Source: an optimization exercise on an open RTL-to-GDS flow (aim: small area, a short achievable clock period and few clock cycles). Production flows keep margins and buffers that such runs may drop.
RTL that was checked went through simulation tests only; none was proved equivalent to the original.
Only the layout flow was run in runs 3 and 4; the RTL was not checked for function there.

==> design.v <==
module div8(input wire [7:0] a, input wire [7:0] d, output wire [7:0] q);
  wire [3:0] x1 = a[7:4];
  wire [7:0] ix = {x1, d[3:0]};
  localparam [255:0] TQ0 = 256'hff3f7f153f931f910fcf07cd03eb01e100f70075003b0019000f000500030001;
  localparam [255:0] TR0 = 256'h55d52a00d57d0a80f5750288fd5500a0ff5d0020ffd50008fff50000fffd0000;
  localparam [255:0] TQ1 = 256'h00f700f700750075003b003b00190019000f000f000500050003000300010001;
  localparam [255:0] TR1 = 256'h335199590ca00620f319f99100c00068ff31ff9100080000fff1fff900000000;
  localparam [255:0] TQ2 = 256'h000f000f000f000f000500050005000500030003000300030001000100010001;
  localparam [255:0] TR2 = 256'h0f018721c381e18100c0004000200000ff01ff81ffc1ffe10000000000000000;
  localparam [255:0] TQ3 = 256'h0003000300030003000300030003000300010001000100010001000100010001;
  localparam [255:0] TR3 = 256'h00018001c001e001f001f801fc01fe0100000000000000000000000000000000;
  wire [3:0] qh0 = {TQ3[ix], TQ2[ix], TQ1[ix], TQ0[ix]};
  wire [3:0] r10 = {TR3[ix], TR2[ix], TR1[ix], TR0[ix]};
  wire dhi = |d[7:4];
  wire [3:0] qh = dhi ? 4'd0 : qh0;
  wire [3:0] r1 = dhi ? x1 : r10;
  wire [9:0]  d3  = {2'b0, d} + {1'b0, d, 1'b0};
  wire [10:0] d5  = {3'b0, d} + {1'b0, d, 2'b0};
  wire [10:0] d7  = {d, 3'b0} - {3'b0, d};
  wire [11:0] d9  = {1'b0, d, 3'b0} + {4'b0, d};
  wire [11:0] d11 = {1'b0, d, 3'b0} + {2'b0, d3};
  wire [11:0] d13 = {1'b0, d, 3'b0} + {1'b0, d5};
  wire [11:0] d15 = {d, 4'b0} - {4'b0, d};
  wire [11:0] m1  = {4'b0, d};
  wire [11:0] m2  = {3'b0, d, 1'b0};
  wire [11:0] m3  = {2'b0, d3};
  wire [11:0] m4  = {2'b0, d, 2'b0};
  wire [11:0] m5  = {1'b0, d5};
  wire [11:0] m6  = {1'b0, d3, 1'b0};
  wire [11:0] m7  = {1'b0, d7};
  wire [11:0] m8  = {1'b0, d, 3'b0};
  wire [11:0] m9  = d9;
  wire [11:0] m10 = {d5, 1'b0};
  wire [11:0] m11 = d11;
  wire [11:0] m12 = {d3, 2'b0};
  wire [11:0] m13 = d13;
  wire [11:0] m14 = {d7, 1'b0};
  wire [11:0] m15 = d15;
  wire [7:0] x2 = {r1, a[3:0]};
  wire [15:1] t;
  assign t[1]  = (m1[11:8]  == 4'd0) && (m1[7:0]  <= x2);
  assign t[2]  = (m2[11:8]  == 4'd0) && (m2[7:0]  <= x2);
  assign t[3]  = (m3[11:8]  == 4'd0) && (m3[7:0]  <= x2);
  assign t[4]  = (m4[11:8]  == 4'd0) && (m4[7:0]  <= x2);
  assign t[5]  = (m5[11:8]  == 4'd0) && (m5[7:0]  <= x2);
  assign t[6]  = (m6[11:8]  == 4'd0) && (m6[7:0]  <= x2);
  assign t[7]  = (m7[11:8]  == 4'd0) && (m7[7:0]  <= x2);
  assign t[8]  = (m8[11:8]  == 4'd0) && (m8[7:0]  <= x2);
  assign t[9]  = (m9[11:8]  == 4'd0) && (m9[7:0]  <= x2);
  assign t[10] = (m10[11:8] == 4'd0) && (m10[7:0] <= x2);
  assign t[11] = (m11[11:8] == 4'd0) && (m11[7:0] <= x2);
  assign t[12] = (m12[11:8] == 4'd0) && (m12[7:0] <= x2);
  assign t[13] = (m13[11:8] == 4'd0) && (m13[7:0] <= x2);
  assign t[14] = (m14[11:8] == 4'd0) && (m14[7:0] <= x2);
  assign t[15] = (m15[11:8] == 4'd0) && (m15[7:0] <= x2);
  wire [3:0] ql;
  assign ql[3] = t[8];
  assign ql[2] = t[4] & ~t[8] | t[12];
  assign ql[1] = t[2] & ~t[4] | t[6] & ~t[8] | t[10] & ~t[12] | t[14];
  assign ql[0] = t[1] & ~t[2] | t[3] & ~t[4] | t[5] & ~t[6] | t[7] & ~t[8]
               | t[9] & ~t[10] | t[11] & ~t[12] | t[13] & ~t[14] | t[15];
  assign q = {qh, ql};
endmodule
module execute(
  input wire [7:0] ra, rb, rc, rd,
  input wire [23:0] w,               
  input wire [3:0] u1a, u1b,
  input wire [1:0] u1op,
  input wire [3:0] u2a, u2b,
  input wire u2sub,
  input wire [3:0] ta, tb, tc, td, s0t, s1t,
  output wire [7:0] na, nb, nc, nd, s0d, s1d
);
  localparam [3:0] T_U1 = 4'd7, T_U2 = 4'd8;
  function [7:0] early;
    input [3:0] t;
    input [7:0] a, b, c, d;
    input [23:0] w;
    begin
      case (t[2:0])
        3'd0: early = a;
        3'd1: early = b;
        3'd2: early = c;
        3'd3: early = d;
        3'd4: early = w[7:0];
        3'd5: early = w[15:8];
        default: early = w[23:16];
      endcase
    end
  endfunction
  wire [7:0] x1a = early(u1a, ra, rb, rc, rd, w);
  wire [7:0] x1b = early(u1b, ra, rb, rc, rd, w);
  wire [7:0] dv = u1b[1] ? (u1b[0] ? rd : rc) : rb;
  wire [7:0] q;
  div8 divider(.a(ra), .d(dv), .q(q));
  reg [7:0] u1;
  always @* begin
    case (u1op)
      2'd0: u1 = x1a + x1b;
      2'd1: u1 = x1a - x1b;
      2'd2: u1 = x1a * x1b;
      default: u1 = q;
    endcase
  end
  wire [7:0] x2a = (u2a == T_U1) ? u1 : early(u2a, ra, rb, rc, rd, w);
  wire [7:0] x2b = (u2b == T_U1) ? u1 : early(u2b, ra, rb, rc, rd, w);
  wire [7:0] u2 = u2sub ? x2a - x2b : x2a + x2b;
  function [7:0] pick;
    input [3:0] t;
    input [7:0] e, r1, r2;
    begin
      pick = (t == T_U2) ? r2 : (t == T_U1) ? r1 : e;
    end
  endfunction
  assign na = pick(ta, early(ta, ra, rb, rc, rd, w), u1, u2);
  assign nb = pick(tb, early(tb, ra, rb, rc, rd, w), u1, u2);
  assign nc = pick(tc, early(tc, ra, rb, rc, rd, w), u1, u2);
  assign nd = pick(td, early(td, ra, rb, rc, rd, w), u1, u2);
  assign s0d = pick(s0t, early(s0t, ra, rb, rc, rd, w), u1, u2);
  assign s1d = pick(s1t, early(s1t, ra, rb, rc, rd, w), u1, u2);
endmodule
module membank(
  input wire clk,
  input wire we,
  input wire [4:0] wrow,
  input wire [7:0] wdata,
  input wire [4:0] rrow,
  output wire [7:0] rdata
);
  reg [7:0] mem [0:31];
  always @(posedge clk)
    if (we)
      mem[wrow] <= wdata;
  assign rdata = mem[rrow];
endmodule
module group_decoder(
  input wire [63:0] win_all,      
  input wire [4:0] row_lo,        
  input wire [4:0] row_hi,        
  output wire [8:1] len_oh,       
  output wire halt,
  output wire [3:0] u1a, u1b,     
  output wire [1:0] u1op,         
  output wire [3:0] u2a, u2b,     
  output wire u2sub,
  output wire [3:0] ta, tb, tc, td,  
  output wire [23:0] imm,         
  output wire s0v, s1v,           
  output wire [7:0] s0a, s1a,
  output wire [3:0] s0t, s1t
);
  localparam [3:0] T_U1 = 4'd7, T_U2 = 4'd8;
  wire [7:0] win [0:8];
  genvar j, r, k;
  generate for (j = 0; j < 8; j = j + 1) begin: wb
    assign win[j] = win_all[8*j +: 8];
  end endgenerate
  assign win[8] = 8'd0;
  wire [7:0] len2, is_mov, is_alu, is_as, is_mvi, is_st, is_halt, is_div;
  wire [3:0] wr [0:7];    
  wire [3:0] rd [0:7];    
  wire [1:0] aop [0:7];
  generate for (j = 0; j < 8; j = j + 1) begin: dc
    wire [7:0] o = win[j];
    assign len2[j]    = (o[7:3] == 5'b00011);
    assign is_mov[j]  = (o <= 8'h0b);
    assign is_alu[j]  = (o >= 8'h0c) && (o <= 8'h17);
    assign is_as[j]   = (o >= 8'h0c) && (o <= 8'h11);
    assign is_div[j]  = (o >= 8'h15) && (o <= 8'h17);
    assign is_mvi[j]  = (o[7:2] == 6'b000110);
    assign is_st[j]   = (o[7:2] == 6'b000111);
    assign is_halt[j] = (o == 8'hff);
    reg [3:0] w, s;
    always @* begin
      w = 4'b0000; s = 4'b0000;
      if (o <= 8'h0b) begin
        case (o[3:0])
          4'h0: begin w = 4'b0001; s = 4'b0010; end
          4'h1: begin w = 4'b0001; s = 4'b0100; end
          4'h2: begin w = 4'b0001; s = 4'b1000; end
          4'h3: begin w = 4'b0010; s = 4'b0001; end
          4'h4: begin w = 4'b0010; s = 4'b0100; end
          4'h5: begin w = 4'b0010; s = 4'b1000; end
          4'h6: begin w = 4'b0100; s = 4'b0010; end
          4'h7: begin w = 4'b0100; s = 4'b0001; end
          4'h8: begin w = 4'b0100; s = 4'b1000; end
          4'h9: begin w = 4'b1000; s = 4'b0010; end
          4'ha: begin w = 4'b1000; s = 4'b0100; end
          default: begin w = 4'b1000; s = 4'b0001; end
        endcase
      end else if (o <= 8'h17) begin
        w = 4'b0001;
        case (o[4:0])
          5'h0c, 5'h0f, 5'h12, 5'h15: s = 4'b0010;
          5'h0d, 5'h10, 5'h13, 5'h16: s = 4'b0100;
          default: s = 4'b1000;
        endcase
      end else if (o[7:2] == 6'b000110) begin
        w = 4'b0001 << o[1:0];
      end else if (o[7:2] == 6'b000111) begin
        s = 4'b0001 << o[1:0];
      end
    end
    assign wr[j] = w;
    assign rd[j] = s;
    assign aop[j] = (o <= 8'h0e) ? 2'd0 : (o <= 8'h11) ? 2'd1 : (o <= 8'h14) ? 2'd2 : 2'd3;
  end endgenerate
  wire [7:0] st;
  assign st[0] = 1'b1;
  generate for (j = 1; j < 8; j = j + 1) begin: sc
    assign st[j] = ~(st[j-1] & len2[j-1]);
  end endgenerate
  wire [7:0] alu_s = st & is_alu;
  wire [7:0] st_s  = st & is_st;
  wire [7:0] mvi_s = st & is_mvi;
  wire [7:0] alu_ge1, alu_ge2, st_ge1, st_ge2, mvi_ge1, mvi_ge2, mvi_ge3;
  wire [3:0] wb4 [0:7];
  assign alu_ge1[0] = 1'b0; assign alu_ge2[0] = 1'b0;
  assign st_ge1[0]  = 1'b0; assign st_ge2[0]  = 1'b0;
  assign mvi_ge1[0] = 1'b0; assign mvi_ge2[0] = 1'b0; assign mvi_ge3[0] = 1'b0;
  assign wb4[0] = 4'b0000;
  generate for (j = 1; j < 8; j = j + 1) begin: cnt
    assign alu_ge1[j] = alu_ge1[j-1] | alu_s[j-1];
    assign alu_ge2[j] = alu_ge2[j-1] | (alu_ge1[j-1] & alu_s[j-1]);
    assign st_ge1[j]  = st_ge1[j-1] | st_s[j-1];
    assign st_ge2[j]  = st_ge2[j-1] | (st_ge1[j-1] & st_s[j-1]);
    assign mvi_ge1[j] = mvi_ge1[j-1] | mvi_s[j-1];
    assign mvi_ge2[j] = mvi_ge2[j-1] | (mvi_ge1[j-1] & mvi_s[j-1]);
    assign mvi_ge3[j] = mvi_ge3[j-1] | (mvi_ge2[j-1] & mvi_s[j-1]);
    assign wb4[j] = wb4[j-1] | ({4{st[j-1]}} & wr[j-1]);
  end endgenerate
  wire [7:0] smc;
  generate for (j = 0; j < 8; j = j + 1) begin: sm
    assign smc[j] = (win[j+1][7:3] == row_lo) | (win[j+1][7:3] == row_hi);
  end endgenerate
  wire [7:0] bank_clash;
  generate for (j = 0; j < 8; j = j + 1) begin: bc
    if (j < 2) begin: n
      assign bank_clash[j] = 1'b0;
    end else begin: y
      wire [j-2:0] hit;
      for (k = 0; k < j - 1; k = k + 1) begin: hq
        assign hit[k] = st_s[k] & (win[k+1][2:0] == win[j+1][2:0]);
      end
      assign bank_clash[j] = |hit;
    end
  end endgenerate
  wire [7:0] cb, ca;
  generate for (j = 0; j < 8; j = j + 1) begin: cut
    wire nofit = (j == 7) & len2[j];
    wire div_late = is_div[j] & (wb4[j][0] | |(wb4[j] & rd[j]));
    assign cb[j] = st[j] & (nofit
                   | (is_alu[j] & (alu_ge2[j] | (alu_ge1[j] & ~is_as[j]) | div_late))
                   | (is_st[j] & (st_ge2[j] | bank_clash[j]))
                   | (is_mvi[j] & mvi_ge3[j]));
    assign ca[j] = st[j] & (is_halt[j] | (is_st[j] & smc[j]));
  end endgenerate
  wire [8:1] bnd;
  generate for (j = 1; j <= 8; j = j + 1) begin: bd
    wire b_cb = (j < 8) ? cb[(j < 8) ? j : 0] : 1'b1;
    wire b_c1 = ca[j-1] & ~len2[j-1];
    wire b_c2 = (j >= 2) ? (ca[(j >= 2) ? j-2 : 0] & len2[(j >= 2) ? j-2 : 0]) : 1'b0;
    assign bnd[j] = b_cb | b_c1 | b_c2;
  end endgenerate
  wire [8:1] prior;    
  assign prior[1] = 1'b0;
  generate for (j = 2; j <= 8; j = j + 1) begin: bf
    assign prior[j] = prior[j-1] | bnd[j-1];
  end endgenerate
  assign len_oh = bnd & ~prior;
  wire [7:0] inc;
  generate for (j = 0; j < 8; j = j + 1) begin: ic
    assign inc[j] = st[j] & ~prior[j+1];
  end endgenerate
  wire [3:0] t [0:8][0:3];
  wire [3:0] srct [0:7];
  generate for (r = 0; r < 4; r = r + 1) begin: t0
    assign t[0][r] = r;
  end endgenerate
  generate for (j = 0; j < 8; j = j + 1) begin: tg
    assign srct[j] = ({4{rd[j][0]}} & t[j][0]) | ({4{rd[j][1]}} & t[j][1])
                   | ({4{rd[j][2]}} & t[j][2]) | ({4{rd[j][3]}} & t[j][3]);
    wire [3:0] cv = is_mvi[j] ? (mvi_ge2[j] ? 4'd6 : mvi_ge1[j] ? 4'd5 : 4'd4)
                              : (alu_ge1[j] ? T_U2 : T_U1);
    for (r = 0; r < 4; r = r + 1) begin: rg
      wire w  = st[j] & wr[j][r];
      wire wm = w & is_mov[j];
      wire wc = w & ~is_mov[j];
      assign t[j+1][r] = ({4{~w}} & t[j][r]) | ({4{wm}} & srct[j]) | ({4{wc}} & cv);
    end
  end endgenerate
  reg [3:0] tend [0:3];
  integer i, m;
  always @* begin
    for (m = 0; m < 4; m = m + 1) begin
      tend[m] = 4'd0;
      for (i = 1; i <= 8; i = i + 1)
        tend[m] = tend[m] | ({4{len_oh[i]}} & t[i][m]);
    end
  end
  assign ta = tend[0];
  assign tb = tend[1];
  assign tc = tend[2];
  assign td = tend[3];
  wire [7:0] first_alu  = alu_s & ~alu_ge1;
  wire [7:0] second_alu = alu_s & alu_ge1 & ~alu_ge2;
  wire [7:0] first_st   = st_s & ~st_ge1;
  wire [7:0] second_st  = st_s & st_ge1 & ~st_ge2;
  wire [7:0] mvi0 = mvi_s & ~mvi_ge1;
  wire [7:0] mvi1 = mvi_s & mvi_ge1 & ~mvi_ge2;
  wire [7:0] mvi2 = mvi_s & mvi_ge2 & ~mvi_ge3;
  reg [3:0] r_u1a, r_u1b, r_u2a, r_u2b, r_s0t, r_s1t;
  reg [1:0] r_u1op;
  reg       r_u2sub, r_s0v, r_s1v, r_halt;
  reg [7:0] r_s0a, r_s1a;
  reg [23:0] r_imm;
  always @* begin
    r_u1a = 4'd0; r_u1b = 4'd0; r_u2a = 4'd0; r_u2b = 4'd0;
    r_s0t = 4'd0; r_s1t = 4'd0; r_u1op = 2'd0; r_u2sub = 1'b0;
    r_s0v = 1'b0; r_s1v = 1'b0; r_halt = 1'b0;
    r_s0a = 8'd0; r_s1a = 8'd0; r_imm = 24'd0;
    for (i = 0; i < 8; i = i + 1) begin
      r_u1a = r_u1a | ({4{first_alu[i]}} & t[i][0]);
      r_u1b = r_u1b | ({4{first_alu[i]}} & srct[i]);
      r_u1op = r_u1op | ({2{first_alu[i]}} & aop[i]);
      r_u2a = r_u2a | ({4{second_alu[i]}} & t[i][0]);
      r_u2b = r_u2b | ({4{second_alu[i]}} & srct[i]);
      r_u2sub = r_u2sub | (second_alu[i] & aop[i][0]);
      r_s0t = r_s0t | ({4{first_st[i]}} & srct[i]);
      r_s0a = r_s0a | ({8{first_st[i]}} & win[i+1]);
      r_s0v = r_s0v | (first_st[i] & inc[i]);
      r_s1t = r_s1t | ({4{second_st[i]}} & srct[i]);
      r_s1a = r_s1a | ({8{second_st[i]}} & win[i+1]);
      r_s1v = r_s1v | (second_st[i] & inc[i]);
      r_imm[7:0]   = r_imm[7:0]   | ({8{mvi0[i]}} & win[i+1]);
      r_imm[15:8]  = r_imm[15:8]  | ({8{mvi1[i]}} & win[i+1]);
      r_imm[23:16] = r_imm[23:16] | ({8{mvi2[i]}} & win[i+1]);
      r_halt = r_halt | (is_halt[i] & inc[i]);
    end
  end
  assign u1a = r_u1a; assign u1b = r_u1b; assign u1op = r_u1op;
  assign u2a = r_u2a; assign u2b = r_u2b; assign u2sub = r_u2sub;
  assign s0t = r_s0t; assign s1t = r_s1t;
  assign s0v = r_s0v; assign s1v = r_s1v;
  assign s0a = r_s0a; assign s1a = r_s1a;
  assign imm = r_imm;
  assign halt = r_halt;
endmodule
module processor(
  input wire clk, reset,
  input wire op,  
  input wire [7:0] in_data,
  input wire user_write_memory,
  input wire [7:0] user_address,
  output wire [7:0] out_data,  
  output wire done             
);
  reg [7:0] reg_a, reg_b, reg_c, reg_d;
  reg [7:0] pc;
  reg       f_halted;     
  reg       done_r;
  reg [63:0] rb0, rb1;
  reg [7:0]  rv0, rv1;    
  reg        g_valid;
  reg        g_halt;
  reg [23:0] g_imm;       
  reg [3:0]  g_u1a, g_u1b;
  reg [1:0]  g_u1op;
  reg [3:0]  g_u2a, g_u2b;
  reg        g_u2sub;
  reg [3:0]  g_ta, g_tb, g_tc, g_td;
  reg        g_s0v, g_s1v;
  reg [7:0]  g_s0a, g_s1a;
  reg [3:0]  g_s0t, g_s1t;
  wire [4:0] row0 = pc[7:3];
  wire [4:0] row1 = row0 + 5'd1;
  wire [4:0] row2 = row0 + 5'd2;
  wire [7:0] a_new, b_new, c_new, d_new, s0d, s1d;
  execute ex(
    .ra(reg_a), .rb(reg_b), .rc(reg_c), .rd(reg_d), .w(g_imm),
    .u1a(g_u1a), .u1b(g_u1b), .u1op(g_u1op),
    .u2a(g_u2a), .u2b(g_u2b), .u2sub(g_u2sub),
    .ta(g_ta), .tb(g_tb), .tc(g_tc), .td(g_td), .s0t(g_s0t), .s1t(g_s1t),
    .na(a_new), .nb(b_new), .nc(c_new), .nd(d_new), .s0d(s0d), .s1d(s1d)
  );
  wire all0 = &rv0;
  wire all1 = &rv1;
  wire [4:0] frow = ~all0 ? row0 : ~all1 ? row1 : row2;
  wire [4:0] rrow = op ? frow : user_address[7:3];
  wire [7:0] cw0 = {8{g_valid & g_s0v}} & (8'd1 << g_s0a[2:0]);
  wire [7:0] cw1 = {8{g_valid & g_s1v}} & (8'd1 << g_s1a[2:0]);
  wire [7:0] uwb = {8{~op & user_write_memory}} & (8'd1 << user_address[2:0]);
  wire [63:0] bank_row;
  genvar b;
  generate for (b = 0; b < 8; b = b + 1) begin: bk
    wire       we   = cw0[b] | cw1[b] | uwb[b];
    wire [4:0] wrow = cw0[b] ? g_s0a[7:3] : cw1[b] ? g_s1a[7:3] : user_address[7:3];
    wire [7:0] wdat = cw0[b] ? s0d : cw1[b] ? s1d : in_data;
    membank m(.clk(clk), .we(we), .wrow(wrow), .wdata(wdat), .rrow(rrow),
              .rdata(bank_row[8*b +: 8]));
  end endgenerate
  assign out_data = bank_row[{user_address[2:0], 3'b000} +: 8];
  wire [2:0] pcl = pc[2:0];
  wire [127:0] rbuf = {rb1, rb0};
  wire [63:0] win_all = rbuf[{pcl, 3'b000} +: 64];
  wire [8:1] f_len_oh;
  wire [23:0] f_imm;
  wire       f_halt;
  wire [3:0] f_u1a, f_u1b, f_u2a, f_u2b;
  wire [1:0] f_u1op;
  wire       f_u2sub;
  wire [3:0] f_ta, f_tb, f_tc, f_td;
  wire       f_s0v, f_s1v;
  wire [7:0] f_s0a, f_s1a;
  wire [3:0] f_s0t, f_s1t;
  group_decoder dec(
    .win_all(win_all), .row_lo(row0), .row_hi(row1),
    .len_oh(f_len_oh), .halt(f_halt), .imm(f_imm),
    .u1a(f_u1a), .u1b(f_u1b), .u1op(f_u1op),
    .u2a(f_u2a), .u2b(f_u2b), .u2sub(f_u2sub),
    .ta(f_ta), .tb(f_tb), .tc(f_tc), .td(f_td),
    .s0v(f_s0v), .s1v(f_s1v), .s0a(f_s0a), .s1a(f_s1a), .s0t(f_s0t), .s1t(f_s1t)
  );
  wire hz0 = g_s0v & ((g_s0a[7:3] == row0) | (g_s0a[7:3] == row1) | (g_s0a[7:3] == row2));
  wire hz1 = g_s1v & ((g_s1a[7:3] == row0) | (g_s1a[7:3] == row1) | (g_s1a[7:3] == row2));
  wire hz = g_valid & (hz0 | hz1);
  wire f_run = op & ~f_halted & ~done_r;
  wire f_go = f_run & all0 & all1 & ~hz;
  wire f_load = f_run & ~(all0 & all1) & ~hz;    
  reg [3:0] pcl_sum;
  integer k;
  always @* begin
    pcl_sum = 4'd0;
    for (k = 1; k <= 8; k = k + 1)
      pcl_sum = pcl_sum | ({4{f_len_oh[k]}} & ({1'b0, pcl} + k));
  end
  wire f_carry = pcl_sum[3];
  wire [7:0] snoop0 = {8{uwb != 8'd0 && user_address[7:3] == row0}} & uwb;
  wire [7:0] snoop1 = {8{uwb != 8'd0 && user_address[7:3] == row1}} & uwb;
  always @(posedge clk, posedge reset)
    if (reset) begin
      reg_a <= 8'h55; reg_b <= 8'h11; reg_c <= 8'h11; reg_d <= 8'h11;
      pc <= 8'd0;
      f_halted <= 1'b0; done_r <= 1'b0;
      g_valid <= 1'b0;
      rv0 <= 8'd0; rv1 <= 8'd0;
    end else begin
      if (g_valid) begin
        reg_a <= a_new; reg_b <= b_new; reg_c <= c_new; reg_d <= d_new;
      end
      if (f_go) pc <= {f_carry ? row1 : row0, pcl_sum[2:0]};
      g_valid <= f_go;
      if (!op) begin
        f_halted <= 1'b0;
        done_r <= 1'b0;
      end else begin
        if (f_go && f_halt) f_halted <= 1'b1;
        if (g_valid && g_halt) done_r <= 1'b1;
      end
      if (hz) begin
        rv0 <= 8'd0; rv1 <= 8'd0;
      end else if (f_go && f_carry) begin
        rv0 <= rv1; rv1 <= 8'hff;
      end else if (f_load) begin
        if (!all0) rv0 <= 8'hff;
        else rv1 <= 8'hff;
      end else begin
        rv0 <= rv0 | snoop0;
        rv1 <= rv1 | snoop1;
      end
    end
  genvar y;
  generate for (y = 0; y < 8; y = y + 1) begin: rbb
    always @(posedge clk) begin
      if (f_go && f_carry) begin
        rb0[8*y +: 8] <= rb1[8*y +: 8];
        rb1[8*y +: 8] <= bank_row[8*y +: 8];
      end else if (f_load) begin
        if (!all0) rb0[8*y +: 8] <= bank_row[8*y +: 8];
        else rb1[8*y +: 8] <= bank_row[8*y +: 8];
      end else begin
        if (snoop0[y]) rb0[8*y +: 8] <= in_data;
        if (snoop1[y]) rb1[8*y +: 8] <= in_data;
      end
    end
  end endgenerate
  always @(posedge clk) begin
    g_halt <= f_halt;
    g_imm <= f_imm;
    g_u1a <= f_u1a; g_u1b <= f_u1b; g_u1op <= f_u1op;
    g_u2a <= f_u2a; g_u2b <= f_u2b; g_u2sub <= f_u2sub;
    g_ta <= f_ta; g_tb <= f_tb; g_tc <= f_tc; g_td <= f_td;
    g_s0v <= f_s0v; g_s0a <= f_s0a; g_s0t <= f_s0t;
    g_s1v <= f_s1v; g_s1a <= f_s1a; g_s1t <= f_s1t;
  end
  assign done = done_r;
endmodule
==> run.sh <==
#!/bin/bash
# synth_recipe.tcl (not shown) runs the flow's synth.tcl, then flattens the netlist and writes it again
# the make line also repeats each setting of config.mk as NAME=value (left out here)
make -C /OpenROAD-flow-scripts/flow DESIGN_CONFIG=/design/flow/config.mk WORK_HOME=/design/flow/orfs CLKGATE_MAP_FILE= SYNTH_SCRIPT=/design/flow/synth_recipe.tcl finish
==> config.mk <==
export PLATFORM = sky130hd
export DESIGN_NAME = processor
export DESIGN_NICKNAME = processor
export VERILOG_FILES = /design/flow/design.v
export SDC_FILE = /design/flow/constraint.sdc
export NUM_CORES = 8
export LEC_CHECK = 0
export CAP_MARGIN = 20
export CORE_MARGIN = 2
export CORE_UTILIZATION = 50
export PLACE_DENSITY = 0.6
export SETUP_SLACK_MARGIN = 5
export SLEW_MARGIN = 20
==> constraint.sdc <==
create_clock -name core_clock -period 12.5 [get_ports {clk}]
set_input_delay 2.5000 -clock core_clock [delete_from_list [all_inputs] [get_ports {clk}]]
set_output_delay 2.5000 -clock core_clock [all_outputs]
set_load 0.01 [all_outputs]
==> impl_metrics.tcl, run 1 <==
set metrics [dict create \
    met2_usage 0.581 \
    tritoncts "done" \
    fin_nets 10700 \
    setup_violations 0 \
    hold_violations 0 \
    yosys.area.top_type "edfxtp_1" \
    wire_per_inst_um 36.3 \
    num_rows 182 \
    synth_area_leaders "edfxtp_1, mux4_2, nand2_1, nor2_1, ha_1" \
    critical_path.most_common_cell "buf_6" \
    antenna_found_initial 29 \
    cp_max_fo 9 \
    ant_nets 0 \
    place.gp.congestion 1.01 \
    status "no timing/DRC/antenna violations" \
    synth-seq-cells 2319 \
    setup_slack_ns 3.81 \
    syn-mean-instance-area_sq_um 12.5 \
    ys_types 108 \
    drv_slew 0 \
    ys.flop_type "edfxtp_1" \
    dp_slack_ns 1.51 \
    netlist_area_sq_um 123000 \
    cts.clk_slew.worst_paths_ns 0.07 \
    die_area_sq_um 251000 \
    h-tree-depth 4 \
    synthArstFlopShare 0.0254 \
    critPathCaptureType "flop" \
    area_delta_synth_final_pct 20.6 \
    overflow 0 \
    insertion_delay_ns 0.95 \
    place_hpwl_mm 314 \
    drc_errors 0 \
    critical-path-max-stage-delay_ns 0.66 \
    drive_gt1_frac 0.254 \
    die_w_um 501 \
    cp.required_ns 13.28 \
    met1_usage 0.534 \
    grt.total_usage 0.392 \
    crit_slowest_cell "dfstp_4" \
    final_area_sq_um 149000 \
    synthCells 9882 \
    core_area_sq_um 246000 \
    cts-root-buf "clkbuf_16" \
    grt_pass1_wl_mm 702 \
    path_class "reg2reg" \
    cts_buffer_depth 3 \
    maxCapViolations 0 \
    synth_top_area_frac 0.529 \
    cp-start-kind "flop" \
    period_share 0.696 \
    finalSetupTns_ns 0 \
    fin_util 0.606 \
    yosysWarnings 5 \
    min_path_type "reg2reg" \
    die_y_um 501 \
    skew_ns 0.127 \
    route.vias.total 97800 \
    ioPinCount 29 \
    drt-total-wl_mm 503 \
    cts_hold_buf 0 \
    grtUsageMet3 0.0829 \
    portBuffers 28 \
    place_area_sq_um 129000 \
    fmax_ghz 0.115 \
    grt_pass1_vias 92000 \
    rsz0062_at_grt "yes" \
    grt_max_degree 77 \
    cts_sinks 2319 \
    arrival_ns 9.47 \
    first_iter_violations 14700 \
    synth-edff-count 2176 \
    layout_min_cycle_time_ns 8.69 \
    viasPerCell 7.06 \
    ys_seq_area_frac 0.555 \
    grt_busiest_layer "met2" \
    cts_made_buffers 231 \
    drtPass1Iterations 9 \
    start_util 0.503 \
    relSlewSlack 0.0535 \
    worst_pin_slew_ns 1.42 \
]
## cell usage in the layout (no fill, tap or decap), types with 45 or more instances in the layout
| master | Yosys | routed |
|---|---|---|
| buf_6 | 6 | 93 |
| edfxtp_1 | 2176 | 2176 |
| o21ai_4 | 0 | 57 |
| a221oi_1 | 59 | 53 |
| nor2b_1 | 74 | 74 |
| ha_1 | 236 | 218 |
| inv_1 | 174 | 158 |
| o21ai_1 | 27 | 47 |
| dfxtp_1 | 84 | 80 |
| o221ai_1 | 78 | 72 |
| o21a_1 | 47 | 47 |
| clkinv_1 | 8 | 64 |
| mux2i_1 | 240 | 216 |
| nand3_1 | 299 | 290 |
| xor2_1 | 76 | 72 |
| mux2_2 | 64 | 58 |
| buf_12 | 0 | 154 |
| o22ai_1 | 95 | 83 |
| clkbuf_16 | 0 | 242 |
| o211ai_1 | 122 | 122 |
| buf_16 | 0 | 62 |
| xnor2_1 | 149 | 144 |
| nor3_1 | 151 | 127 |
| nand4_1 | 54 | 54 |
| a21o_1 | 146 | 142 |
| nand2b_1 | 61 | 57 |
| a22oi_1 | 51 | 46 |
| buf_4 | 14 | 553 |
| a211oi_1 | 149 | 127 |
| clkbuf_1 | 457 | 45 |
| nand2_1 | 1117 | 1080 |
| nor2_1 | 852 | 795 |
| a31oi_1 | 139 | 87 |
| mux4_2 | 632 | 632 |
| o21ai_2 | 0 | 57 |
| a21oi_1 | 531 | 482 |
| o21ai_0 | 444 | 338 |
| and3_1 | 101 | 80 |
## final timing paths
path                                 startpoint                      endpoint  slack (ns)  cells after the start
hold / removal               rv1[6]$_DFFE_PP0P_            rv1[6]$_DFFE_PP0P_        0.50                      1
max in group asynchronous                 reset             pc[5]$_DFFE_PP0P_        9.40                      3
min in group asynchronous                 reset             pc[0]$_DFFE_PP0P_        2.26                      3
setup reg to reg           reg_b[0]$_DFFE_PP1P_  bk[2].m.mem[19][7]$_DFFE_PP_        3.81                     51
setup / recovery           reg_b[0]$_DFFE_PP1P_  bk[2].m.mem[19][7]$_DFFE_PP_        3.81                     51
hold reg to reg              rv1[6]$_DFFE_PP0P_            rv1[6]$_DFFE_PP0P_        0.50                      1
## layout make-up
cell class,instances,area [sq um]
clock inverters,154,1570
flip-flops and latches,2319,68500
fillers,19000,96700
inverters,184,756
well taps,3220,4030
diodes,16,40.0
repair inverters,1,5.00
multi-input cells,6747,56700
repair buffers,935,11400
clock buffers,277,5960
## metrics by stage
step / hold slack, ns / cells
floorplan: 0.464 / 9883
global placement: 0.475 / 12900
detailed placement: 0.484 / 12900
CTS: 0.499 / 13700
global route: 0.516 / 13800
finish: 0.495 / 13900
## synth_stat cells, drive strengths merged, types with 84 or more instances
cell and count:
edfxtp 2176, nand2 1118, nor2 852, mux4 632
a21oi 532, o21ai 471, clkbuf 458, nand3 299
mux2i 240, ha 236, buf 217, inv 176
nor3 153, a211oi 152, xnor2 149, a21o 146
a31oi 139, o211ai 122, and3 101, o22ai 96
dfxtp 84
## worst max-delay path, delay by kind of cell (launching register included)
kind	cells	cell delay, ns
AO/OA/AOI/OAI	22	3.46
XOR/XNOR	2	0.28
adder cells (fa/ha/maj)	4	0.84
buffers and inverters	15	1.92
flip-flops	1	0.66
multiplexers	3	0.96
AND/OR/NAND/NOR	5	0.43
## logic make-up after synthesis
logic type	count (synthesis)	share of synthesized area
xor+xnor	225	0.0160
buf+inv	859	0.0275
flops	2319	0.555
other cells	1	0.0000304
simple gates	2926	0.105
compound gates	2359	0.129
mux	937	0.141
fa+ha+maj	256	0.0271
## timing repair
| item | in CTS | in global routing |
|---|---|---|
| gates resized for setup | 837 | 271 |
| cloned | 99 | 18 |
| endpoints found under the hold margin | 0 | 0 |
| pin swaps | 151 | 119 |
| buffers inserted | 309 | 109 |
| setup endpoints to repair | 2408 | 2378 |
## sequential cells by signal (all words and copies together) (netlist names), 8 cells and up
signal	count
reg_a	8
rb0	64
bk.m.mem	2048
pc	8
g_imm	24
rv1	8
rb1	64
g_s0a	8
rv0	8
reg_d	8
g_s1a	8
reg_c	8
reg_b	8
## metal layers
metal	part of all wire	wire length (um)
met5	0.00015	77
met4	0.074	37500
met3	0.11	56100
met2	0.44	220000
met1	0.38	189000
Testbench counts, summed over its fixed seeds: cycles 1,471.
==> run 2, diff against run 1 <==
--- a/config.mk
+++ b/config.mk
@@ -11,3 +11,3 @@
 export PLACE_DENSITY = 0.6
-export SETUP_SLACK_MARGIN = 5
+export SETUP_SLACK_MARGIN = 4
 export SLEW_MARGIN = 20
==> impl_metrics.tcl, run 2 <==
set metrics [dict create \
    synth-edff-count 2176 \
    final_common_cell "edfxtp_1" \
    synth.area.mux_share 0.141 \
    die_y_um 501 \
    period_share 0.695 \
    insertion_delay_ns 0.91 \
    synthArstFlopShare 0.0254 \
    cts_buffer_depth 3 \
    cp-start-kind "flop" \
    die_w_um 501 \
    largest_register_ffs 2048 \
    critPathCaptureType "flop" \
    min_path_type "reg2reg" \
    hold_violations 0 \
    ys.flop_type "edfxtp_1" \
    setup_violations 0 \
    hold_slack_ns 0.500 \
    synth-xor-area-share 0.0160 \
    critical-path-max-stage-delay_ns 0.67 \
    tritoncts "done" \
    top_register "bk.m.mem" \
    crit_slowest_cell "dfstp_4" \
    final_area_sq_um 142000 \
    drive_gt1_frac 0.207 \
    drt-total-wl_mm 468 \
    skew_ns 0.0592 \
    layout_common_cells "edfxtp_1, nand2_1, nor2_1" \
    ys_seq_area_frac 0.555 \
    cts_sinks 2319 \
    yosysWarnings 5 \
    path_class "reg2reg" \
    ys_top_cells_by_count "edfxtp_1, nand2_1, nor2_1" \
    maxCapViolations 0 \
    ant_nets 0 \
    synth_top_family_by_area "multiplexers" \
    ioPinCount 29 \
    synth.most_common_cell "edfxtp_1" \
    fmax_ghz 0.115 \
    drv_slew 0 \
    cts-root-buf "clkbuf_16" \
    wire_per_inst_um 34.6 \
    ys_types 108 \
    finalSetupTns_ns 0 \
    overflow 0 \
    place_area_sq_um 129000 \
    rsz0062_at_grt "yes" \
    place.gp.congestion 1.02 \
    cp.required_ns 13.15 \
    status "no timing/DRC/antenna violations" \
    n_fill_cell 19500 \
    synth-seq-cells 2319 \
    grt_pass1_vias 90100 \
    cp_max_fo 8 \
    cts.clk_slew.worst_paths_ns 0.06 \
    area_delta_synth_final_pct 15.0 \
    grt_pass1_wl_mm 664 \
    antenna_found_initial 22 \
    cts_made_buffers 223 \
    synth_top_area_frac 0.529 \
    drc_errors 0 \
    num_rows 182 \
    synthCells 9882 \
    layout_min_cycle_time_ns 8.68 \
    synth_area_leaders "edfxtp_1, mux4_2, nand2_1, nor2_1, ha_1" \
    netlist_area_sq_um 123000 \
    die_area_sq_um 251000 \
    cts_hold_buf 0 \
    core_area_sq_um 246000 \
    viasPerCell 6.93 \
    yosys.area_share.simple 0.105 \
    h-tree-depth 4 \
    fin_nets 10400 \
    portBuffers 28 \
    place_hpwl_mm 319 \
    syn-mean-instance-area_sq_um 12.5 \
    grt_max_degree 106 \
    yosys.area.top_type "edfxtp_1" \
    top_regs "bk.m.mem x2048, rb0 x64, rb1 x64" \
    worst_pin_slew_ns 1.41 \
    synth_compound_area_frac 0.129 \
    synthAdderAreaFrac 0.0271 \
    grt.total_usage 0.366 \
    first_iter_violations 13200 \
    arrival_ns 9.33 \
    start_util 0.503 \
    drtPass1Iterations 9 \
    relSlewSlack 0.0552 \
    route.vias.total 93700 \
]
==> run 2: cell counts after synthesis <==
No cell type changed its count.
==> run 2: final timing paths <==
kind,start,cells past startpoint,endpoint,slack (ns)
max,reg_d[0]$_DFFE_PP1P_,41,bk[3].m.mem[23][7]$_DFFE_PP_,3.82
min,rv1[2]$_DFFE_PP0P_,1,rv1[2]$_DFFE_PP0P_,0.50
max reg2reg,reg_d[0]$_DFFE_PP1P_,41,bk[3].m.mem[23][7]$_DFFE_PP_,3.82
min reg2reg,rv1[2]$_DFFE_PP0P_,1,rv1[2]$_DFFE_PP0P_,0.50
max in group asynchronous,reset,3,reg_b[3]$_DFFE_PP0P_,9.47
min in group asynchronous,reset,3,pc[2]$_DFFE_PP0P_,2.25
==> run 2: worst max-delay path, delay by kind of cell, from the launching register on <==
family,cells,cell delay [ns]
adder cells (fa/ha/maj),4,0.91
AND/OR/NAND/NOR,3,0.59
AO/OA/AOI/OAI,20,3.62
multiplexers,3,0.79
buffers and inverters,8,1.29
XOR/XNOR,3,0.55
flip-flops,1,0.67
==> run 2: cell type report <==
cell class	count	area, sq um	share of cell area
diodes	14	35.0	0.000247
clock buffers	258	5730	0.0404
clock inverters	158	1610	0.0113
inverters	184	728	0.00513
multi-input cells	6721	54600	0.384
flip-flops and latches	2319	68500	0.483
well taps	3220	4030	0.0284
repair buffers	635	6790	0.0478
==> run 2: routing by layer <==
layer  track usage  vias to the layer above  wire length, um
met5             0                        -               60
met4         0.224                        6            34800
met3        0.0664                     1420            45100
met2         0.567                     6009           214000
met1         0.482                    47000           174000
li1              -                    39200                -
==> run 2: cell families after synthesis <==
logic type      count (synthesis)
mux                           937
fa+ha+maj                     256
buf+inv                       859
flops                        2319
other cells                     1
compound gates               2359
simple gates                 2926
xor+xnor                      225
==> run 2: metrics by stage <==
step / cells / setup WS (ns) / utilization
3_3_place_gp: 12900 / 1.16 / 0.526
5_1_grt: 13500 / 3.46 / 0.578
2_1_floorplan: 9883 / 4.04 / -
4_1_cts: 13400 / 3.89 / 0.571
3_5_place_dp: 12900 / 1.58 / 0.526
6_report: 13500 / 3.82 / 0.578
==> run 2: what timing repair did <==
| action | CTS | global route |
|---|---|---|
| buffers inserted | 90 | 52 |
| cloned | 29 | 17 |
| pin swaps | 66 | 24 |
| endpoints found under the hold margin | 0 | 0 |
| endpoints found under the setup margin | 2402 | 1868 |
| gates resized for setup | 408 | 169 |
==> run 3, diff against run 2 <==
--- a/design.v
+++ b/design.v
@@ -69,3 +69,3 @@
   input wire [3:0] u2a, u2b,
-  input wire u2sub,
+  input wire u2sub, u2mul,
   input wire [3:0] ta, tb, tc, td, s0t, s1t,
@@ -95,14 +95,18 @@
   div8 divider(.a(ra), .d(dv), .q(q));
-  reg [7:0] u1;
+  reg [7:0] u1m;
   always @* begin
-    case (u1op)
-      2'd0: u1 = x1a + x1b;
-      2'd1: u1 = x1a - x1b;
-      2'd2: u1 = x1a * x1b;
-      default: u1 = q;
+    case (u1op[1:0])
+      2'd0: u1m = x1a + x1b;
+      2'd1: u1m = x1a - x1b;
+      default: u1m = x1a * x1b;
     endcase
   end
-  wire [7:0] x2a = (u2a == T_U1) ? u1 : early(u2a, ra, rb, rc, rd, w);
-  wire [7:0] x2b = (u2b == T_U1) ? u1 : early(u2b, ra, rb, rc, rd, w);
-  wire [7:0] u2 = u2sub ? x2a - x2b : x2a + x2b;
+  wire [7:0] u1 = (u1op == 2'd3) ? q : u1m;
+  wire [7:0] e2a = early(u2a, ra, rb, rc, rd, w);
+  wire [7:0] e2b = early(u2b, ra, rb, rc, rd, w);
+  wire [7:0] x2a = (u2a == T_U1) ? u1 : e2a;
+  wire [7:0] x2b = (u2b == T_U1) ? u1 : e2b;
+  wire [7:0] m2a = (u2a == T_U1) ? u1m : e2a;
+  wire [7:0] m2b = (u2b == T_U1) ? u1m : e2b;
+  wire [7:0] u2 = u2mul ? m2a * m2b : u2sub ? x2a - x2b : x2a + x2b;
   function [7:0] pick;
@@ -144,3 +148,3 @@
   output wire [3:0] u2a, u2b,     
-  output wire u2sub,
+  output wire u2sub, u2mul,
   output wire [3:0] ta, tb, tc, td,  
@@ -158,3 +162,3 @@
   assign win[8] = 8'd0;
-  wire [7:0] len2, is_mov, is_alu, is_as, is_mvi, is_st, is_halt, is_div;
+  wire [7:0] len2, is_mov, is_alu, is_as, is_mul, is_mvi, is_st, is_halt, is_div;
   wire [3:0] wr [0:7];    
@@ -168,2 +172,3 @@
     assign is_as[j]   = (o >= 8'h0c) && (o <= 8'h11);
+    assign is_mul[j]  = (o >= 8'h12) && (o <= 8'h14);
     assign is_div[j]  = (o >= 8'h15) && (o <= 8'h17);
@@ -215,3 +220,3 @@
   wire [7:0] mvi_s = st & is_mvi;
-  wire [7:0] alu_ge1, alu_ge2, st_ge1, st_ge2, mvi_ge1, mvi_ge2, mvi_ge3;
+  wire [7:0] alu_ge1, alu_ge2, st_ge1, st_ge2, mvi_ge1, mvi_ge2, mvi_ge3, div_ge1;
   wire [3:0] wb4 [0:7];
@@ -220,2 +225,3 @@
   assign mvi_ge1[0] = 1'b0; assign mvi_ge2[0] = 1'b0; assign mvi_ge3[0] = 1'b0;
+  assign div_ge1[0] = 1'b0;
   assign wb4[0] = 4'b0000;
@@ -229,4 +235,10 @@
     assign mvi_ge3[j] = mvi_ge3[j-1] | (mvi_ge2[j-1] & mvi_s[j-1]);
+    assign div_ge1[j] = div_ge1[j-1] | (alu_s[j-1] & is_div[j-1]);
     assign wb4[j] = wb4[j-1] | ({4{st[j-1]}} & wr[j-1]);
   end endgenerate
+  wire [3:0] w2 [0:7];
+  assign w2[0] = 4'b0000;
+  generate for (j = 1; j < 8; j = j + 1) begin: w2c
+    assign w2[j] = w2[j-1] | ({4{st[j-1] & (alu_ge2[j-1] | (alu_ge1[j-1] & alu_s[j-1]))}} & wr[j-1]);
+  end endgenerate
   wire [7:0] smc;
@@ -252,3 +264,5 @@
     assign cb[j] = st[j] & (nofit
-                   | (is_alu[j] & (alu_ge2[j] | (alu_ge1[j] & ~is_as[j]) | div_late))
+                   | (is_st[j] & |(w2[j] & rd[j]))
+                   | (is_alu[j] & (alu_ge2[j] | div_late
+                                   | (alu_ge1[j] & (is_div[j] | (is_mul[j] & div_ge1[j])))))
                    | (is_st[j] & (st_ge2[j] | bank_clash[j]))
@@ -313,3 +327,3 @@
   reg [1:0] r_u1op;
-  reg       r_u2sub, r_s0v, r_s1v, r_halt;
+  reg       r_u2sub, r_u2mul, r_s0v, r_s1v, r_halt;
   reg [7:0] r_s0a, r_s1a;
@@ -318,3 +332,3 @@
     r_u1a = 4'd0; r_u1b = 4'd0; r_u2a = 4'd0; r_u2b = 4'd0;
-    r_s0t = 4'd0; r_s1t = 4'd0; r_u1op = 2'd0; r_u2sub = 1'b0;
+    r_s0t = 4'd0; r_s1t = 4'd0; r_u1op = 2'd0; r_u2sub = 1'b0; r_u2mul = 1'b0;
     r_s0v = 1'b0; r_s1v = 1'b0; r_halt = 1'b0;
@@ -327,3 +341,4 @@
       r_u2b = r_u2b | ({4{second_alu[i]}} & srct[i]);
-      r_u2sub = r_u2sub | (second_alu[i] & aop[i][0]);
+      r_u2sub = r_u2sub | (second_alu[i] & (aop[i] == 2'd1));
+      r_u2mul = r_u2mul | (second_alu[i] & (aop[i] == 2'd2));
       r_s0t = r_s0t | ({4{first_st[i]}} & srct[i]);
@@ -341,3 +356,3 @@
   assign u1a = r_u1a; assign u1b = r_u1b; assign u1op = r_u1op;
-  assign u2a = r_u2a; assign u2b = r_u2b; assign u2sub = r_u2sub;
+  assign u2a = r_u2a; assign u2b = r_u2b; assign u2sub = r_u2sub; assign u2mul = r_u2mul;
   assign s0t = r_s0t; assign s1t = r_s1t;
@@ -369,3 +384,3 @@
   reg [3:0]  g_u2a, g_u2b;
-  reg        g_u2sub;
+  reg        g_u2sub, g_u2mul;
   reg [3:0]  g_ta, g_tb, g_tc, g_td;
@@ -381,3 +396,3 @@
     .u1a(g_u1a), .u1b(g_u1b), .u1op(g_u1op),
-    .u2a(g_u2a), .u2b(g_u2b), .u2sub(g_u2sub),
+    .u2a(g_u2a), .u2b(g_u2b), .u2sub(g_u2sub), .u2mul(g_u2mul),
     .ta(g_ta), .tb(g_tb), .tc(g_tc), .td(g_td), .s0t(g_s0t), .s1t(g_s1t),
@@ -410,3 +425,3 @@
   wire [1:0] f_u1op;
-  wire       f_u2sub;
+  wire       f_u2sub, f_u2mul;
   wire [3:0] f_ta, f_tb, f_tc, f_td;
@@ -419,3 +434,3 @@
     .u1a(f_u1a), .u1b(f_u1b), .u1op(f_u1op),
-    .u2a(f_u2a), .u2b(f_u2b), .u2sub(f_u2sub),
+    .u2a(f_u2a), .u2b(f_u2b), .u2sub(f_u2sub), .u2mul(f_u2mul),
     .ta(f_ta), .tb(f_tb), .tc(f_tc), .td(f_td),
@@ -490,3 +505,3 @@
     g_u1a <= f_u1a; g_u1b <= f_u1b; g_u1op <= f_u1op;
-    g_u2a <= f_u2a; g_u2b <= f_u2b; g_u2sub <= f_u2sub;
+    g_u2a <= f_u2a; g_u2b <= f_u2b; g_u2sub <= f_u2sub; g_u2mul <= f_u2mul;
     g_ta <= f_ta; g_tb <= f_tb; g_tc <= f_tc; g_td <= f_td;
==> impl_metrics.tcl, run 3 <==
set metrics [dict create \
    start_util 0.502 \
    regToRegStartpoint "g_imm[11]$_DFF_P_" \
    synth_area_leaders "edfxtp_1, mux4_2, nand2_1, ha_1, nor2_1" \
    cts.clk_slew.worst_paths_ns 0.06 \
    n_fill_cell 19900 \
    ys_types 126 \
    netlist_area_sq_um 126000 \
    skew_ns 0.152 \
    min_path_type "reg2reg" \
    wire_per_inst_um 34.9 \
    top_register "bk.m.mem" \
    path_class "reg2reg" \
    drt-total-wl_mm 494 \
    drive_gt1_frac 0.239 \
    worst_pin_slew_ns 1.26 \
    arrival_ns 9.50 \
    ant_nets 0 \
    die_w_um 506 \
    cts_hold_buf 0 \
    crit_slowest_cell "dfxtp_1" \
    setup_violations 0 \
    drc_errors 0 \
    setup_slack_ns 3.59 \
    fin_nets 10900 \
    maxCapViolations 0 \
    synth_top_area_frac 0.519 \
    ioPinCount 29 \
    overflow 0 \
    area_delta_synth_final_pct 17.5 \
    ys.flop_type "edfxtp_1" \
    num_rows 184 \
    dp_slack_ns 1.46 \
    portBuffers 28 \
    final_common_cell "edfxtp_1" \
    cts_made_buffers 231 \
    yosysWarnings 5 \
    critical-path-max-stage-delay_ns 0.73 \
    core_area_sq_um 251000 \
    final_area_sq_um 148000 \
    syn-mean-instance-area_sq_um 12.3 \
    place.gp.congestion 1.03 \
    layout_min_cycle_time_ns 8.91 \
    fmax_ghz 0.112 \
    cp_max_fo 32 \
    die_y_um 506 \
    relSlewSlack 0.158 \
    tritoncts "done" \
    route.vias.total 97600 \
    critPathCaptureType "flop" \
    cp.required_ns 13.08 \
    synth-edff-count 2176 \
    cts_sinks 2320 \
    synthCells 10200 \
    synth.most_common_cell "edfxtp_1" \
    rsz0062_at_grt "yes" \
    viasPerCell 6.89 \
    grt.total_usage 0.377 \
    insertion_delay_ns 0.95 \
    startpoint "g_imm[11]$_DFF_P_" \
    yosys.area.top_type "edfxtp_1" \
    place_area_sq_um 132000 \
    drtPass1Iterations 10 \
    grt_pass1_vias 93900 \
    dp_cells 13400 \
    min_from "rv1[3]$_DFFE_PP0P_" \
    antenna_found_initial 27 \
    finalSetupTns_ns 0 \
    cts_buffer_depth 3 \
    ys_seq_area_frac 0.544 \
    grt_max_degree 97 \
    first_iter_violations 13700 \
    status "no timing/DRC/antenna violations" \
    fin_cells 14200 \
    h-tree-depth 4 \
    largest_register_ffs 2048 \
    cp-start-kind "flop" \
    place_hpwl_mm 337 \
    drv_slew 0 \
    die_area_sq_um 256000 \
    grt_pass1_wl_mm 697 \
    cts-root-buf "clkbuf_16" \
    ys_top_cells_by_count "edfxtp_1, nand2_1, nor2_1" \
    synth-seq-cells 2320 \
    layout_common_cells "edfxtp_1, nand2_1, nor2_1" \
    period_share 0.713 \
    hold_violations 0 \
    fin_util 0.590 \
    synthArstFlopShare 0.0254 \
    top_regs "bk.m.mem x2048, rb0 x64, rb1 x64" \
]
[run 3: cell families after synthesis]
family                     count (synthesis)  synth area share
and+or+nand+nor                         3115             0.110
other                                      1         0.0000298
AOI/OAI and AO/OA                       2337             0.125
DFF                                     2320             0.544
buffers and inverters                    916            0.0290
adders and majority gates                284            0.0300
xor gates and xnor gates                 237            0.0168
muxes                                   1012             0.145
[run 3: through the flow]
step	hold slack, ns
after global routing	0.502
after CTS	0.493
final	0.490
after detailed placement	0.479
after global placement	0.473
after floorplan	0.464
[run 3: final timing paths]
check | to | slack, ns | depth (start not counted)
min in group asynchronous | reg_b[5]$_DFFE_PP0P_ | 2.25 | 3
worst max-delay path | bk[6].m.mem[31][7]$_DFFE_PP_ | 3.59 | 37
worst min-delay path | rv1[3]$_DFFE_PP0P_ | 0.49 | 1
worst max register to register | bk[6].m.mem[31][7]$_DFFE_PP_ | 3.59 | 37
max in group asynchronous | pc[2]$_DFFE_PP0P_ | 9.34 | 3
worst min register to register | rv1[3]$_DFFE_PP0P_ | 0.49 | 1
[run 3: final cells by class]
class / instances / area (sq um) / share of cell area
clock buffers: 277 / 5960 / 0.0403
inverters: 201 / 790 / 0.00534
multi-input cells: 6998 / 57400 / 0.388
diodes: 17 / 42.5 / 0.000288
well taps: 3348 / 4190 / 0.0283
repair buffers: 850 / 9060 / 0.0612
clock inverters: 155 / 1840 / 0.0125
flip-flops and latches: 2320 / 68600 / 0.464
repair inverters: 1 / 5.00 / 0.0000338
[run 3: critical path: cells and delay by family, from the launching register on]
kind	cells	cell delay (ns)
fa+ha+maj	9	3.85
xor+xnor	7	1.09
buf+inv	10	1.08
compound gates	6	0.90
flops	1	0.73
mux	3	0.65
simple gates	2	0.32
[run 3: routing by layer]
layer / routed length [um] / global-route usage / vias up
li1: - / - / 40600
met1: 190000 / 0.509 / 49600
met2: 222000 / 0.571 / 6050
met3: 49400 / 0.0759 / 1290
met4: 33000 / 0.215 / 10
met5: 253 / 0 / -
[run 3: what timing repair did]
item                                     CTS  global route
pin swaps                                 65            99
endpoints found under the setup margin  2398          2086
resized for setup                        584           241
endpoints found under the hold margin      0             0
buffers inserted                         195           103
gates cloned                              39             8
==> run 4, diff against run 3 <==
--- a/config.mk
+++ b/config.mk
@@ -11,3 +11,3 @@
 export PLACE_DENSITY = 0.6
-export SETUP_SLACK_MARGIN = 4
+export SETUP_SLACK_MARGIN = 3
 export SLEW_MARGIN = 20
==> impl_metrics.tcl, run 4 <==
set metrics [dict create \
    wire_per_inst_um 33.8 \
    ys_types 126 \
    place_hpwl_mm 329 \
    synthCells 10200 \
    critical-path-max-stage-delay_ns 0.92 \
    die_y_um 506 \
    finalSetupTns_ns 0 \
    ys_top_cells_by_count "edfxtp_1, nand2_1, nor2_1" \
    ys_seq_area_frac 0.544 \
    path_class "in2out" \
    synth-edff-count 2176 \
    synthArstFlopShare 0.0254 \
    cts_made_buffers 232 \
    cp-start-kind "primary input" \
    drtPass1Iterations 7 \
    cp.required_ns 10.00 \
    antenna_found_initial 20 \
    critPathCaptureType "primary output" \
    ioPinCount 29 \
    insertion_delay_ns 0.96 \
    n_fill_cell 20500 \
    drt-total-wl_mm 471 \
    drive_gt1_frac 0.202 \
    setup_violations 0 \
    first_iter_violations 13100 \
    met2_usage 0.552 \
    crit_family "buffers and inverters" \
    layout_min_cycle_time_ns 9.58 \
    core_area_sq_um 251000 \
    largest_register_ffs 2048 \
    die_area_sq_um 256000 \
    synth_top_area_frac 0.519 \
    drv_slew 0 \
    ys.flop_type "edfxtp_1" \
    portBuffers 28 \
    rsz0062_at_grt "yes" \
    maxCapViolations 0 \
    hold_slack_ns 0.492 \
    cts_buffer_depth 3 \
    ant_nets 0 \
    multi_input_area_sq_um 55500 \
    grt_busiest_layer "met2" \
    worst_pin_slew_ns 1.24 \
    drc_errors 0 \
    status "no timing/DRC/antenna violations" \
    startpoint "user_address[3]" \
    grt.total_usage 0.357 \
    h-tree-depth 4 \
    place.gp.congestion 1.04 \
    start_util 0.502 \
    yosys.area.top_type "edfxtp_1" \
    relSlewSlack 0.169 \
    overflow 0 \
    regToRegStartpoint "pc[1]$_DFFE_PP0P_" \
    cts_sinks 2320 \
    synth-seq-cells 2320 \
    final_common_cell "edfxtp_1" \
    met1_usage 0.473 \
    num_rows 184 \
    grt_pass1_vias 91400 \
    path_buf_inv 7 \
    period_share 0.766 \
    crit_slowest_cell "a31oi_1" \
    min_from "rv1[4]$_DFFE_PP0P_" \
    synth_area_leaders "edfxtp_1, mux4_2, nand2_1, ha_1, nor2_1" \
    tritoncts "done" \
    die_w_um 506 \
    netlist_area_sq_um 126000 \
    area_delta_synth_final_pct 13.5 \
    worstPathCellList "clkdlybuf4s50_1 > buf_4 > o21ai_4 > buf_12 > buf_4 > buf_16 > buf_16 > mux4_2 > nand2_1 > nand3_1 > a31oi_1 > mux4_2 > mux2i_4 > clkdlybuf4s50_1" \
    register_area_sq_um 68600 \
    arrival_ns 7.08 \
    top_regs "bk.m.mem x2048, rb0 x64, rb1 x64" \
    route.vias.total 95300 \
    skew_ns 0.140 \
    layout_common_cells "edfxtp_1, nand2_1, nor2_1" \
    grt_max_degree 65 \
    hold_violations 0 \
    fin_nets 10700 \
    synth.most_common_cell "edfxtp_1" \
    yosysWarnings 5 \
    syn-mean-instance-area_sq_um 12.3 \
    cp_max_fo 20 \
    cts.clk_slew.worst_paths_ns 0.05 \
    fmax_ghz 0.104 \
    min_path_type "reg2reg" \
    viasPerCell 6.84 \
    r2r_slack_ns 3.07 \
    grt_pass1_wl_mm 667 \
    grtUsageMet3 0.0700 \
    top_register "bk.m.mem" \
    cts-root-buf "clkbuf_16" \
]
run 4: cell families after synthesis:
family          count (synthesis)  share of synthesized area
mux                          1012                      0.145
compound gates               2337                      0.125
flops                        2320                      0.544
other cells                     1                  0.0000298
simple gates                 3115                      0.110
fa+ha+maj                     284                     0.0300
xor+xnor                      237                     0.0168
buf+inv                       916                     0.0290
run 4: metrics by stage:
stage	worst slack [ns]	area, sq um	instances	utilization
6_report	2.92	143000	13900	0.569
5_1_grt	2.93	143000	13900	0.569
4_1_cts	2.93	141000	13800	0.564
3_5_place_dp	1.32	132000	13400	0.528
3_3_place_gp	1.18	132000	13400	0.527
2_1_floorplan	2.77	126000	10200	-
run 4: final timing paths:
kind                            depth (start not counted)                   end
worst max-delay path                                   14           out_data[4]
worst max register to register                         22     rb0[36]$_DFFE_PP_
worst min register to register                          1    rv1[4]$_DFFE_PP0P_
worst min-delay path                                    1    rv1[4]$_DFFE_PP0P_
max in group asynchronous                               3     pc[0]$_DFFE_PP0P_
min in group asynchronous                               3  reg_c[7]$_DFFE_PP0P_
run 4: final cells by class:
class,count,area share
timing repair buffer,621,0.0414
multi-input combinational,6992,0.389
sequential,2320,0.480
tap,3348,0.0293
timing repair inverter,2,0.0000876
inverter,201,0.00546
clock buffer,282,0.0427
antenna,12,0.000210
clock inverter,154,0.0121
run 4: per-layer routing:
| layer | up-vias | wire length [um] |
|---|---|---|
| li1 | 40100 | - |
| met1 | 48000 | 179000 |
| met2 | 5792 | 213000 |
| met3 | 1381 | 45700 |
| met4 | 14 | 33300 |
| met5 | - | 247 |
run 4: repair_timing:
item	4_1_cts	5_1_grt
hold endpoints to repair	0	0
pin swaps	8	37
setup endpoints to repair	2091	725
hold buffers	0	0
cloned	4	14
resized for setup	177	138
buffers inserted	35	56

[port drivers added, routing unchanged]
No port has a modelled driver above. Below, the same layouts with a new extraction and two added sets of constraints. Step 1: set_driving_cell puts a clkbuf_16 on clk and a buf_2 on each other input, an assumption about the parent block. Step 2 times the ports against the registers' clock, not the clock port: input delays grow and output delays shrink by t, the midpoint of the rising clock arrivals with the driver on. Slacks: ideal ports / drivers / drivers and shift; pairs: ideal ports / drivers.
run	t, ns	slack for setup (ns)	hold slack, ns	worst data-port slew with drivers (ns)
run 1	0.984	3.806 / 3.806 / 3.806	0.495 / 0.495 / 0.495	0.26
run 2	0.972	3.818 / 3.818 / 3.818	0.500 / 0.500 / 0.500	0.27
run 3	0.976	3.585 / 3.585 / 3.585	0.490 / 0.490 / 0.490	0.40
run 4	0.978	2.921 / 2.784 / 2.784	0.492 / 0.492 / 0.492	0.28
After both steps setup and hold are still met in every run listed. The setup slack of run 4, which loses most, moves by -0.137 ns with the drivers and by -0.137 ns with both steps.
